Background: an optimization exercise with open tools, aiming at small area. Do not read the settings as production practice.
The RTL was checked by simulation tests, not by an equivalence proof against the original design.
The clock port is modelled as an ideal driver, which makes a skipped or thinned clock tree look cheaper than it is; a real chip needs a root buffer or a tree.
Power and IR drop assume default switching activity.

// TopGlove
module TopGlove (
    input clk,
    input rst,
    input [1:0] sw,
    input btn_up,
    input btn_down,
    input btn_left,
    input btn_center,
    output gyro_cs,
    output gyro_sclk,
    output gyro_mosi,
    input  gyro_miso,
    output reg [15:0] LED,
    input       master_rts,
    output      master_rx,
    input       master_tx,
    output      master_cts
);
    wire up_p, down_p, left_p, center_p;
    DebouncePulse db_up(.clk(clk), .in(btn_up), .out(up_p));
    DebouncePulse db_down(.clk(clk), .in(btn_down), .out(down_p));
    DebouncePulse db_left(.clk(clk), .in(btn_left), .out(left_p));
    DebouncePulse db_center(.clk(clk), .in(btn_center), .out(center_p));
    assign master_cts = 0;
    wire [15:0] data_x, data_y, data_z;
    wire valid, update;
    PmodGYRO pgyro0 (
        .rst   (rst),
        .clk   (clk),
        .cs    (gyro_cs),
        .sclk  (gyro_sclk),
        .mosi  (gyro_mosi),
        .miso  (gyro_miso),
        .data_x(data_x),
        .data_y(data_y),
        .data_z(data_z),
        .valid (valid),
        .update(update)
    );
    reg [2:0] buffer [0:3];
    reg [1:0] head, tail;
    wire [1:0] head_inc = {head[0], ~head[1]};
    wire [1:0] tail_inc = {tail[0], ~tail[1]};
    reg       tb;       
    wire ready;
    wire pop = ready && !master_rts && head != tail;
    UART master (
        .rst  (rst),
        .clk  (clk),
        .pop  (pop),
        .code (buffer[head]),
        .ready(ready),
        .tx   (master_rx)
    );
    wire notfull = (tail == 2'b10) || (tail_inc != head);
    wire [4:0] g = tb ? data_z[15:11] : data_y[15:11];
    wire g_neg = g[4] & ~&g[3:0];    
    wire g_pos = ~g[4] & |g[3:1];    
    reg       push;
    reg [2:0] wcode;
    always @* begin
        push = 1'b1;
        if (left_p)        wcode = 3'd4;
        else if (center_p) wcode = 3'd5;
        else if (up_p)     wcode = 3'd6;
        else if (down_p)   wcode = 3'd7;
        else begin
            wcode = {1'b0, ~tb, g_pos};
  ...
Settings: LEC_CHECK=0, CAP_MARGIN=20, CORE_MARGIN=2, CORE_UTILIZATION=40, CTS_BUF_LIST=sky130_fd_sc_hd__clkbuf_8, SLEW_MARGIN=20; clock period 10.0 ns.
standard.sh (not shown) runs the stock make flow with config.mk's settings and CLKGATE_MAP_FILE= SYNTH_SCRIPT=/design/flow/synth_recipe.tcl, a recipe that flattens the netlist after the stock synthesis.
==> flow/flow/run.sh <==
#!/bin/bash
# The standard layout, with these changes:
#  - synthesis maps logic with an area-oriented ABC script (flow/area.abc)
#    in place of ORFS's speed script; everything else in synthesis is as
#    standard.sh runs it;
#  - port buffers are sky130_fd_sc_hd__buf_1;
#  - the clock tree is built by flow/cts_tree.tcl (a root buffer driving
#    leaf buffers of at most CTS_TREE_MAX_SINKS flip-flops each) in place
#    of TritonCTS.
# Each tool's output goes to the ORFS logs under orfs/logs and to standard.log.
set -euo pipefail
export CTS_TREE_NET=clk CTS_TREE_MAX_SINKS=18 CTS_TREE_LEAF=sky130_fd_sc_hd__clkbuf_8 CTS_TREE_ROOT=sky130_fd_sc_hd__clkbuf_4
W=$(pwd)
sed "s#^  log_cmd abc {\*}\$abc_args#  set abc_args [lreplace \$abc_args 1 1 $W/flow/area.abc]\n  log_cmd abc {*}\$abc_args#" \
  "$FLOW_HOME/scripts/synth.tcl" > "$W/synth_area.tcl"
sed "s#source \$::env(SCRIPTS_DIR)/synth.tcl#source $W/synth_area.tcl#" synth_recipe.tcl > "$W/synth_recipe_area.tcl"
bash standard.sh "SYNTH_SCRIPT=$W/synth_recipe_area.tcl" \
  "BUFFER_PORTS_ARGS=-buffer_cell sky130_fd_sc_hd__buf_1" \
  "PRE_CTS_TCL=$W/flow/cts_tree.tcl" \
  "CTS_ARGS=-sink_clustering_enable -repair_clock_nets -dont_use_dummy_load -buf_list sky130_fd_sc_hd__clkbuf_8" \
  finish > standard.log 2>&1
==> flow/flow/area.abc <==
strash
dc2
dch -f
amap -m
topo
mfs3 -aez
topo
strash
dch -f
amap -m
topo
mfs3 -aez
topo
strash
dch -f
amap -m
topo
mfs3 -aez
topo
strash
dch -f
amap -m
topo
mfs3 -aez
topo
strash
dch -f
amap -m
topo
mfs3 -aez
topo
Other scripts of this flow, unchanged in this note and not shown: flow/flow/cts_tree.tcl
Edit:
==> flow/flow/run.sh (replaced) <==
#!/bin/bash
# The standard layout, with these changes:
#  - synthesis maps logic with an area-oriented ABC script (flow/area.abc)
#    in place of ORFS's speed script; everything else in synthesis is as
#    standard.sh runs it. Should ABC fail on it, synthesis is rerun with
#    flow/area_safe.abc, the same mapping without the don't-care passes;
#  - port buffers are sky130_fd_sc_hd__buf_1;
#  - the clock tree is built by flow/cts_tree.tcl (a root buffer driving
#    leaf buffers of at most CTS_TREE_MAX_SINKS flip-flops each) in place
#    of TritonCTS.
# Each step's full output is in the ORFS logs under orfs/logs; the make
# output of each call is in synth.log, synth_safe.log and standard.log.
set -uo pipefail
export CTS_TREE_NET=clk CTS_TREE_MAX_SINKS=18 CTS_TREE_LEAF=sky130_fd_sc_hd__clkbuf_8 CTS_TREE_ROOT=sky130_fd_sc_hd__clkbuf_4
W=$(pwd)
make_synth_script() {  # $1 = ABC script, $2 = output name
  sed "s#^  log_cmd abc {\*}\$abc_args#  set abc_args [lreplace \$abc_args 1 1 $1]\n  log_cmd abc {*}\$abc_args#" \
    "$FLOW_HOME/scripts/synth.tcl" > "$W/synth_$2.tcl"
  sed "s#source \$::env(SCRIPTS_DIR)/synth.tcl#source $W/synth_$2.tcl#" synth_recipe.tcl > "$W/synth_recipe_$2.tcl"
}
make_synth_script "$W/flow/area.abc" area
make_synth_script "$W/flow/area_safe.abc" safe
S="$W/synth_recipe_area.tcl"
if ! bash standard.sh "SYNTH_SCRIPT=$S" synth > synth.log 2>&1; then
  S="$W/synth_recipe_safe.tcl"
  bash standard.sh "SYNTH_SCRIPT=$S" synth > synth_safe.log 2>&1 || exit 1
fi
bash standard.sh "SYNTH_SCRIPT=$S" \
  "BUFFER_PORTS_ARGS=-buffer_cell sky130_fd_sc_hd__buf_1" \
  "PRE_CTS_TCL=$W/flow/cts_tree.tcl" \
  finish > standard.log 2>&1
==> flow/flow/area_safe.abc (new file) <==
strash
dc2
dch -f
amap
topo
What happened:
- wire length stays the same
- register-to-register slack is about the same
- power does not change
Edit:
==> flow/flow/area.abc (replaced) <==
strash
bogus_command_xyz
Die area increases by 1.6%.
Final area increases by 2.2%.
Final cell count increases by 6.4%.
Total power increases by 1.2%.
Utilization decreases by 0.49 points.
Global-route usage increases by 0.36 points.
Wire length increases by 4.5%.
Sequential power stays flat.
Setup slack is better by 61 ps.
Maximum frequency increases by 1.1%.
Sequential share of layout area decreases by 1.5 points.
In every run of this note, the design's own scripts or RTL, not TritonCTS, make the clock network.

port drivers added, routing unchanged:
Ports are ideal in the flow. The routed layouts listed here were re-timed in OpenROAD. Step 1: set_driving_cell puts a clkbuf_16 on clk and a buf_2 on each other input, an assumption about the parent block. Step 2 adds t to the input delays and takes it off the output delays; t is the mean of the earliest and latest rising clock arrival at the registers after step 1. Input paths then give back, and output paths get back, about the clock's delay inside the block. a / b / c = ideal ports / drivers / drivers and shift; a / b = the first two.
run	t, ns	slack for setup (ns)	hold slack, ns	worst setup path at the end	worst register clock-pin slew, ns
the first run	0.561	4.522 / 4.487 / 4.487	0.391 / 0.391 / 0.391	input to output	0.11 / 0.11
the second run	0.561	4.522 / 4.487 / 4.487	0.391 / 0.391 / 0.391	input to output	0.11 / 0.11
the third run	0.556	4.583 / 4.526 / 4.526	0.393 / 0.393 / 0.393	input to output	0.11 / 0.11
After both steps setup and hold are still met in every run listed. The setup slack of the third run, which loses most, moves by -0.057 ns with the drivers and by -0.057 ns with both steps.
